This design comes from an exercise in tuning for small area and a short achievable clock period on the open sky130 flow, not from production work.
At most, simulation tests tie the RTL to the original design; equivalence was not proved.

Design axis_eth_fcs, start of the top module:
module axis_eth_fcs
(
    input  wire        clk,
    input  wire        rst,
    input  wire [127:0]  input_axis_tdata,
    input  wire [15:0]   input_axis_tstrb,
    input  wire          input_axis_tvalid,
    output wire          input_axis_tready,
    input  wire          input_axis_tlast,
    output wire [31:0] output_fcs,
    output wire        output_fcs_valid
);
export LEC_CHECK = 0
export CAP_MARGIN = 20
export CORE_MARGIN = 2
export CORE_UTILIZATION = 40
export SETUP_SLACK_MARGIN = 0.3
export SLEW_MARGIN = 20
create_clock -name core_clock -period 16.0 [get_ports {clk}]
standard.sh (not shown) runs the stock make flow with config.mk's settings and CLKGATE_MAP_FILE= SYNTH_SCRIPT=/design/flow/synth_recipe.tcl, a recipe that flattens the netlist after the stock synthesis.
==> flow/flow/run.sh <==
#!/bin/bash
set -euo pipefail
cd "$(dirname "$0")/.."
if [[ -f flow/extra.mk ]]; then cat flow/extra.mk >> config.mk; fi
mapfile -t ARGS < <(grep -v '^\s*$' flow/args.txt)
bash standard.sh synth > flow_synth.log 2>&1
bash standard.sh "${ARGS[@]}" finish > flow_finish.log 2>&1
==> flow/flow/args.txt <==
SETUP_SLACK_MARGIN=8.5
BUFFER_PORTS_ARGS=-buffer_cell sky130_fd_sc_hd__buf_2
==> flow/flow/extra.mk <==
export DONT_USE_CELLS += sky130_fd_sc_hd__xor3_1 sky130_fd_sc_hd__xor3_2 sky130_fd_sc_hd__xor3_4 sky130_fd_sc_hd__xnor3_1 sky130_fd_sc_hd__xnor3_2 sky130_fd_sc_hd__xnor3_4
The first run finished with timing, DRC and antenna clean.
Next try:
--- a/flow/flow/run.sh
+++ b/flow/flow/run.sh
@@ -3,3 +3,2 @@
 cd "$(dirname "$0")/.."
-if [[ -f flow/extra.mk ]]; then cat flow/extra.mk >> config.mk; fi
 mapfile -t ARGS < <(grep -v '^\s*$' flow/args.txt)
--- a/flow/config.mk
+++ b/flow/config.mk
@@ -12,2 +12 @@
 export SLEW_MARGIN = 20
-export DONT_USE_CELLS += sky130_fd_sc_hd__xor3_1 sky130_fd_sc_hd__xor3_2 sky130_fd_sc_hd__xor3_4 sky130_fd_sc_hd__xnor3_1 sky130_fd_sc_hd__xnor3_2 sky130_fd_sc_hd__xnor3_4
removed: flow/flow/extra.mk
Sequential share of layout area decreases by 0.56 points.
Routed wire length came out higher by 16%.
Register-to-register slack degrades by 0.33 ns.
Core utilization stays flat.
Next try:
--- a/flow/flow/run.sh
+++ b/flow/flow/run.sh
@@ -3,2 +3,3 @@
 cd "$(dirname "$0")/.."
+if [[ -f flow/extra.mk ]]; then cat flow/extra.mk >> config.mk; fi
 mapfile -t ARGS < <(grep -v '^\s*$' flow/args.txt)
==> flow/flow/args.txt (replaced) <==
SETUP_SLACK_MARGIN=9.25
BUFFER_PORTS_ARGS=-buffer_cell sky130_fd_sc_hd__buf_2
==> flow/flow/extra.mk (new file) <==
export DONT_USE_CELLS += sky130_fd_sc_hd__xor3_1 sky130_fd_sc_hd__xor3_2 sky130_fd_sc_hd__xor3_4 sky130_fd_sc_hd__xnor3_1 sky130_fd_sc_hd__xnor3_2 sky130_fd_sc_hd__xnor3_4
--- a/flow/config.mk
+++ b/flow/config.mk
@@ -12 +12,2 @@
 export SLEW_MARGIN = 20
+export DONT_USE_CELLS += sky130_fd_sc_hd__xor3_1 sky130_fd_sc_hd__xor3_2 sky130_fd_sc_hd__xor3_4 sky130_fd_sc_hd__xnor3_1 sky130_fd_sc_hd__xnor3_2 sky130_fd_sc_hd__xnor3_4
Area after synthesis goes down by roughly a tenth.
Global-route usage goes down by 0.80 points.
Cell count is about the same.
No functional check of the RTL was part of any run of this note.

========
Another version of the RTL of axis_eth_fcs (not shown whole).
Size: about 2000 cells after synthesis, about 180 I/O pins.
## axis_eth_fcs
module axis_eth_fcs
(
    input  wire        clk,
    input  wire        rst,
    input  wire [127:0]  input_axis_tdata,
    input  wire [15:0]   input_axis_tstrb,
    input  wire          input_axis_tvalid,
    output wire          input_axis_tready,
    input  wire          input_axis_tlast,
    output wire [31:0] output_fcs,
    output wire        output_fcs_valid
);
==> flow/config.mk <==
export PLATFORM = sky130hd
export DESIGN_NAME = axis_eth_fcs
export DESIGN_NICKNAME = axis_eth_fcs
export VERILOG_FILES = /design/flow/design.v
export SDC_FILE = /design/flow/constraint.sdc
export NUM_CORES = 4
export LEC_CHECK = 0
export CAP_MARGIN = 20
export CORE_MARGIN = 2
export CORE_UTILIZATION = 40
export SETUP_SLACK_MARGIN = 0.3
export SLEW_MARGIN = 20
export DONT_USE_CELLS += sky130_fd_sc_hd__xor3_1 sky130_fd_sc_hd__xor3_2 sky130_fd_sc_hd__xor3_4 sky130_fd_sc_hd__xnor3_1 sky130_fd_sc_hd__xnor3_2 sky130_fd_sc_hd__xnor3_4
==> flow/constraint.sdc <==
create_clock -name core_clock -period 16.0 [get_ports {clk}]
set_input_delay 3.2000 -clock core_clock [delete_from_list [all_inputs] [get_ports {clk}]]
set_output_delay 3.2000 -clock core_clock [all_outputs]
set_load 0.01 [all_outputs]
==> flow/flow/run.sh <==
#!/bin/bash
set -euo pipefail
cd "$(dirname "$0")/.."
if [[ -f flow/extra.mk ]]; then cat flow/extra.mk >> config.mk; fi
mapfile -t ARGS < <(grep -v '^\s*$' flow/args.txt)
bash standard.sh synth > flow_synth.log 2>&1
RES=orfs/results/${FLOW_PLATFORM}/axis_eth_fcs/base
cp $RES/1_2_yosys.v flow_1_2_yosys_standard.v
LIB=$(ls ${FLOW_HOME}/platforms/${FLOW_PLATFORM}/lib/sky130_fd_sc_hd__tt_025C_1v80.lib)
python3 flow/downsize.py $RES/1_2_yosys.v $LIB > flow_downsize.log 2>&1
touch $RES/1_2_yosys.v
bash standard.sh "${ARGS[@]}" finish > flow_finish.log 2>&1
==> flow/flow/args.txt <==
SETUP_SLACK_MARGIN=9.5
BUFFER_PORTS_ARGS=-buffer_cell sky130_fd_sc_hd__buf_2
==> flow/flow/downsize.py <==
#!/usr/bin/env python3
"""Set every combinational cell of a synthesized netlist to its smallest
drive strength (_1, or _0 where the platform has no _1 ... as listed in the
liberty file); flip-flops keep their cells. The timing repair later sizes up
what the constraints need."""
import re, sys
net, lib = sys.argv[1], sys.argv[2]
cells = set(re.findall(r'^\s*cell\s*\(\s*"?(sky130_fd_sc_hd__\w+?)"?\s*\)', open(lib).read(), re.M))
dont = set(sys.argv[3:])
def smallest(name):
    m = re.match(r'(sky130_fd_sc_hd__[a-z0-9]+?)_(\d+)$', name)
    if not m:
        return name
    base = m.group(1)
    if re.match(r'sky130_fd_sc_hd__(e?df|sdf|dl|conb|tap|fill|decap|clk)', base):
        return name
    for d in ("1", "0"):
        cand = "%s_%s" % (base, d)
        if cand in cells and cand not in dont:
            if int(d) < int(m.group(2)):
                return cand
            return name
    return name
src = open(net).read()
n = [0]
def sub(mo):
    new = smallest(mo.group(1))
    if new != mo.group(1):
        n[0] += 1
    return new + mo.group(2)
out = re.sub(r'\b(sky130_fd_sc_hd__\w+)(\s+[\\\w])', sub, src)
open(net, "w").write(out)
print("downsized", n[0], "cells")
==> flow/flow/extra.mk <==
export DONT_USE_CELLS += sky130_fd_sc_hd__xor3_1 sky130_fd_sc_hd__xor3_2 sky130_fd_sc_hd__xor3_4 sky130_fd_sc_hd__xnor3_1 sky130_fd_sc_hd__xnor3_2 sky130_fd_sc_hd__xnor3_4
Then changed:
==> flow/flow/args.txt (replaced) <==
SETUP_SLACK_MARGIN=9.25
BUFFER_PORTS_ARGS=-buffer_cell sky130_fd_sc_hd__buf_2
What happened: Area after synthesis stays the same; sequential cell count is unchanged; sequential share of layout area increases by 0.30 points; wire length decreases by 0.31%; design area decreases by 6.2%; clock-buffer cell count does not change; via count decreases by 1.8%; global-route usage decreases by 0.57 points.
Function was not checked in any run of this note: the RTL went through the layout flow alone.

========
## lane 1
axis_eth_fcs, a different RTL version from the one above (not shown whole).
For scale: ~2000 cells after synthesis, ~180 I/O pins, ~16000 µm² of cells after synthesis.
export LEC_CHECK = 0
export CAP_MARGIN = 20
export CORE_MARGIN = 2
export CORE_UTILIZATION = 40
export SETUP_SLACK_MARGIN = 0.3
export SLEW_MARGIN = 20
create_clock -name core_clock -period 16.0 [get_ports {clk}]
==> flow/flow/args.txt <==
SETUP_SLACK_MARGIN=9.1
BUFFER_PORTS_ARGS=-buffer_cell sky130_fd_sc_hd__buf_2
SLEW_MARGIN=10
CAP_MARGIN=10
Scripts as last shown in full above: flow/flow/run.sh, flow/flow/downsize.py, flow/flow/extra.mk
Edits applied to the flow inputs when going from lane 1 to lane 2:
==> flow/flow/args.txt <==
SETUP_SLACK_MARGIN=9.55
BUFFER_PORTS_ARGS=-buffer_cell sky130_fd_sc_hd__buf_2
SLEW_MARGIN=10
CAP_MARGIN=10
Number of ordinary inverters in the final layout: lane 2 vs lane 1 up about 5%. For lane 1, the timing endpoint of the critical path was output_fcs[22], unlike lane 2, where it was crc_raw[5]$_DFFE_PP_. Re routed wire length: lane 2 is about 1.7% up on lane 1. Where total via count in the routed design is concerned, lane 1 is better than lane 2. Lane 2 and lane 1 ended up with roughly the same number of sinks on the clock net. The run showing the greater final-layout non-clock buffer area share is lane 2.
For lane 3, these inputs were changed with respect to lane 2:
==> flow/flow/args.txt <==
SETUP_SLACK_MARGIN=9.1
BUFFER_PORTS_ARGS=-buffer_cell sky130_fd_sc_hd__buf_2
SLEW_MARGIN=10
CAP_MARGIN=10
## What came out
Lane 3 has completed all stages; timing, DRC and antenna checks passed.
Core utilization was higher in lane 2 than in lane 3.
Compared lane 3 against lane 2; clock skew after layout within noise.
Cell type of the slowest stage on the worst timing path = xnor2_1: lane 3; cell type of the slowest stage on the worst timing path = xor2_1: lane 2
Lane 3 and lane 2 ended up with roughly the same synthesized cell count.
[compare] base=lane 2 new=lane 3: count of cells along the worst hold path closely matched the old numbers, total routed wirelength decreased by about 1.7% relative to the old numbers, fraction of area in registers increased by 0.46 points relative to the old numbers, worst setup slack decreased by 0.40 ns relative to the old numbers.
Compared with lane 2, lane 3 shows a lower cell area after layout.
> inputs changed (lane 3 -> lane 4)
==> flow/flow/args.txt <==
SETUP_SLACK_MARGIN=9.4
BUFFER_PORTS_ARGS=-buffer_cell sky130_fd_sc_hd__buf_2
SLEW_MARGIN=10
CAP_MARGIN=10
## What came out
Sort lane 4 and lane 3 by synthesis-to-finish area growth, descending, and lane 4 comes first.
Register fraction of the total cell area (lower): lane 4
Detailed-router iteration count before antenna repair, lane 4 and lane 3, lower one = lane 4.
Relative to lane 3, lane 4 degrades final worst hold slack.
Re number of buffer and inverter instances along the worst setup path: no difference whatsoever between lane 4 and lane 3.
When the final numbers for lane 4 and lane 3 were put side by side, the post-route clock period utilization turned out to be smaller in lane 4.

========
north:
axis_eth_fcs, a different RTL version from the one above (not shown whole).
Size: roughly 16000 um^2 of cells after synthesis.
export LEC_CHECK = 0
export CAP_MARGIN = 20
export CORE_MARGIN = 2
export CORE_UTILIZATION = 40
export SETUP_SLACK_MARGIN = 0.3
export SLEW_MARGIN = 20
create_clock -name core_clock -period 16.0 [get_ports {clk}]
==> flow/flow/args.txt <==
SETUP_SLACK_MARGIN=9.25
BUFFER_PORTS_ARGS=-buffer_cell sky130_fd_sc_hd__buf_2
Scripts as last shown in full above: flow/flow/run.sh, flow/flow/downsize.py, flow/flow/extra.mk
Both conditions hold for north: the flow ran to the end and the final layout passed the timing, design-rule and antenna checks.
Edits applied to the flow inputs when going from north to south:
==> flow/flow/run.sh <==
#!/bin/bash
set -euo pipefail
cd "$(dirname "$0")/.."
if [[ -f flow/extra.mk ]]; then cat flow/extra.mk >> config.mk; fi
mapfile -t ARGS < <(grep -v '^\s*$' flow/args.txt)
bash standard.sh synth > flow_synth.log 2>&1
bash standard.sh "${ARGS[@]}" finish > flow_finish.log 2>&1
==> flow/flow/args.txt <==
SETUP_SLACK_MARGIN=8.75
BUFFER_PORTS_ARGS=-buffer_cell sky130_fd_sc_hd__buf_2
removed: flow/flow/downsize.py
==> comparison <==
Sort south and north by number of setup buffers added after CTS desc -> top: north. north went all the way through synthesis, placement and routing and the layout is clean on timing, DRC and antenna. Looking at the reports, south completed the entire flow and the layout it produced met the timing, design-rule and antenna checks. Share of the cycle needed by the critical path after routing in south is 2.6 points above north. A capture point of the worst path of crc_raw[13] is what north shows, while crc_raw[27] belongs to south. south — area added between synthesis and finish 8.8 points lower, north as reference. Against north as the reference, south delivers a higher total stage count of the critical path. Fmax: south vs north down about 6%. Relative to north, initial antenna violation count has decreased by 3 in south.

========
axis_eth_fcs again, from the RTL that the note above started with.
Design axis_eth_fcs, start of the top module:
module axis_eth_fcs
(
    input  wire        clk,
    input  wire        rst,
    input  wire [127:0]  input_axis_tdata,
    input  wire [15:0]   input_axis_tstrb,
    input  wire          input_axis_tvalid,
    output wire          input_axis_tready,
    input  wire          input_axis_tlast,
    output wire [31:0] output_fcs,
    output wire        output_fcs_valid
);
==> flow/config.mk <==
export PLATFORM = sky130hd
export DESIGN_NAME = axis_eth_fcs
export DESIGN_NICKNAME = axis_eth_fcs
export VERILOG_FILES = /design/flow/design.v
export SDC_FILE = /design/flow/constraint.sdc
export NUM_CORES = 4
export LEC_CHECK = 0
export CAP_MARGIN = 20
export CORE_MARGIN = 2
export CORE_UTILIZATION = 40
export SETUP_SLACK_MARGIN = 0.3
export SLEW_MARGIN = 20
export DONT_USE_CELLS += sky130_fd_sc_hd__xor3_1 sky130_fd_sc_hd__xor3_2 sky130_fd_sc_hd__xor3_4 sky130_fd_sc_hd__xnor3_1 sky130_fd_sc_hd__xnor3_2 sky130_fd_sc_hd__xnor3_4
==> flow/constraint.sdc <==
create_clock -name core_clock -period 16.0 [get_ports {clk}]
set_input_delay 3.2000 -clock core_clock [delete_from_list [all_inputs] [get_ports {clk}]]
set_output_delay 3.2000 -clock core_clock [all_outputs]
set_load 0.01 [all_outputs]
==> flow/flow/run.sh <==
#!/bin/bash
set -euo pipefail
cd "$(dirname "$0")/.."
if [[ -f flow/extra.mk ]]; then cat flow/extra.mk >> config.mk; fi
mapfile -t ARGS < <(grep -v '^\s*$' flow/args.txt)
bash standard.sh synth > flow_synth.log 2>&1
RES=orfs/results/${FLOW_PLATFORM}/axis_eth_fcs/base
cp $RES/1_2_yosys.v flow_1_2_yosys_standard.v
LIB=$(ls ${FLOW_HOME}/platforms/${FLOW_PLATFORM}/lib/sky130_fd_sc_hd__tt_025C_1v80.lib)
python3 flow/downsize.py $RES/1_2_yosys.v $LIB > flow_downsize.log 2>&1
touch $RES/1_2_yosys.v
bash standard.sh "${ARGS[@]}" finish > flow_finish.log 2>&1
==> flow/flow/args.txt <==
SETUP_SLACK_MARGIN=9.25
BUFFER_PORTS_ARGS=-buffer_cell sky130_fd_sc_hd__buf_2
GPL_ROUTABILITY_DRIVEN=0
==> flow/flow/downsize.py <==
#!/usr/bin/env python3
"""Set every combinational cell of a synthesized netlist to its smallest
drive strength (_1, or _0 where the platform has no _1 ... as listed in the
liberty file); flip-flops keep their cells. The timing repair later sizes up
what the constraints need."""
import re, sys
net, lib = sys.argv[1], sys.argv[2]
cells = set(re.findall(r'^\s*cell\s*\(\s*"?(sky130_fd_sc_hd__\w+?)"?\s*\)', open(lib).read(), re.M))
dont = set(sys.argv[3:])
def smallest(name):
    m = re.match(r'(sky130_fd_sc_hd__[a-z0-9]+?)_(\d+)$', name)
    if not m:
        return name
    base = m.group(1)
    if re.match(r'sky130_fd_sc_hd__(e?df|sdf|dl|conb|tap|fill|decap|clk)', base):
        return name
    for d in ("1", "0"):
        cand = "%s_%s" % (base, d)
        if cand in cells and cand not in dont:
            if int(d) < int(m.group(2)):
                return cand
            return name
    return name
src = open(net).read()
n = [0]
def sub(mo):
    new = smallest(mo.group(1))
    if new != mo.group(1):
        n[0] += 1
    return new + mo.group(2)
out = re.sub(r'\b(sky130_fd_sc_hd__\w+)(\s+[\\\w])', sub, src)
open(net, "w").write(out)
print("downsized", n[0], "cells")
Scripts as last shown in full above: flow/flow/extra.mk
Rerun with:
==> flow/flow/args.txt (replaced) <==
SETUP_SLACK_MARGIN=9.5
BUFFER_PORTS_ARGS=-buffer_cell sky130_fd_sc_hd__buf_2
The new run completed and failed the layout checks on max-capacitance violations; non-clock buffer count grows by 75; count of clock-buffer cells in the layout does not change; cell count rose by about 2.8%; register-to-register slack is better by 510 ps; cell area went up by 8.4%; routed wire length came out higher by about 18%; clock skew increases by 6.0 ps.
Rerun with:
==> flow/flow/args.txt (replaced) <==
SETUP_SLACK_MARGIN=9.25
BUFFER_PORTS_ARGS=-buffer_cell sky130_fd_sc_hd__buf_2
SLEW_MARGIN=10
CAP_MARGIN=10
=>
- The changed run passed the timing, design-rule and antenna checks
- sequential share of layout area climbs by 0.36 points
- clock skew stays flat
- cell count drops by 2.2%
- synthesized area does not change
- wire length drops by 2.8%
Rerun with:
==> flow/flow/run.sh (replaced) <==
#!/bin/bash
set -euo pipefail
cd "$(dirname "$0")/.."
if [[ -f flow/extra.mk ]]; then cat flow/extra.mk >> config.mk; fi
mapfile -t ARGS < <(grep -v '^\s*$' flow/args.txt)
bash standard.sh synth > flow_synth.log 2>&1
bash standard.sh "${ARGS[@]}" finish > flow_finish.log 2>&1
==> flow/flow/args.txt (replaced) <==
SETUP_SLACK_MARGIN=9.25
BUFFER_PORTS_ARGS=-buffer_cell sky130_fd_sc_hd__buf_2
removed: flow/flow/downsize.py
The changed run finished with timing, DRC and antenna clean.
Wire length is higher slightly.
Worst setup slack is better by 72 ps.
Design area is higher by a few percent.
Rerun with:
--- a/flow/flow/args.txt
+++ b/flow/flow/args.txt
@@ -2,0 +3 @@
+RECOVER_POWER=100
With this change the flow completed, yet does not pass: max-capacitance violations, max-slew violations.
Worst setup slack is worse by 2800 ps.
Global-route usage is unchanged.
Via count barely changes.
Utilization shrinks by 0.49 points.
Routed wire length barely changes.
Die area stays the same.
Clock-buffer cell count stays the same.
Sequential cell count stays the same.
Cell count stays the same.
Synthesized cell count does not change.

[re-timing with driven ports]
Ports are ideal in the flow. The routed layouts listed here were re-timed in OpenROAD. Step 1: set_driving_cell puts a clkbuf_16 on clk and a buf_2 on each other input, an assumption about the parent block. Step 2 adds t to the input delays and takes it off the output delays; t is the mean of the earliest and latest rising clock arrival at the registers after step 1. Input paths then give back, and output paths get back, about the clock's delay inside the block. Slacks: ideal ports / drivers / drivers and shift; pairs: ideal ports / drivers.
run	shift t [ns]	setup WS [ns]	worst setup path after step 2	latest minus earliest clock arrival (ns)	worst slew at a driven data input, ns
the first run of note 1	0.332	8.417 / 8.437 / 8.106	input to register	0.009 / 0.009	0.06
the second run of note 1	0.327	8.361 / 8.389 / 8.062	input to register	0.008 / 0.008	0.06
the third run of note 1	0.330	9.225 / 9.243 / 8.913	input to register	0.008 / 0.008	0.06
the first run of note 2	0.297	9.382 / 9.251 / 8.954	input to register	0.004 / 0.004	0.22
the second run of note 2	0.296	9.135 / 8.966 / 8.670	input to register	0.004 / 0.004	0.24
lane 1	0.325	9.099 / 9.056 / 8.829	input to register	0.003 / 0.003	0.06
lane 2	0.328	9.503 / 9.502 / 9.181	input to register	0.003 / 0.003	0.06
lane 3	0.325	9.099 / 9.056 / 8.829	input to register	0.003 / 0.003	0.06
lane 4	0.328	9.402 / 9.381 / 9.096	input to register	0.004 / 0.004	0.06
north	0.342	9.216 / 9.227 / 8.892	input to register	0.018 / 0.018	0.07
south	0.325	8.795 / 8.813 / 8.488	input to register	0.008 / 0.009	0.07
the first run of note 5	0.336	8.867 / 8.892 / 8.556	input to register	0.007 / 0.007	0.07
the second run of note 5	0.329	9.491 / 9.306 / 8.977	input to register	0.014 / 0.014	0.23
the third run of note 5	0.337	9.217 / 9.182 / 8.903	input to register	0.013 / 0.013	0.07
the fourth run of note 5	0.326	9.288 / 9.302 / 8.976	input to register	0.010 / 0.010	0.07
the fifth run of note 5	0.326	6.483 / 6.505 / 6.179	input to register	0.010 / 0.010	0.07
For the second run of note 5, which loses most, drivers alone change the setup slack by -0.185 ns; drivers and shift together by -0.514 ns.
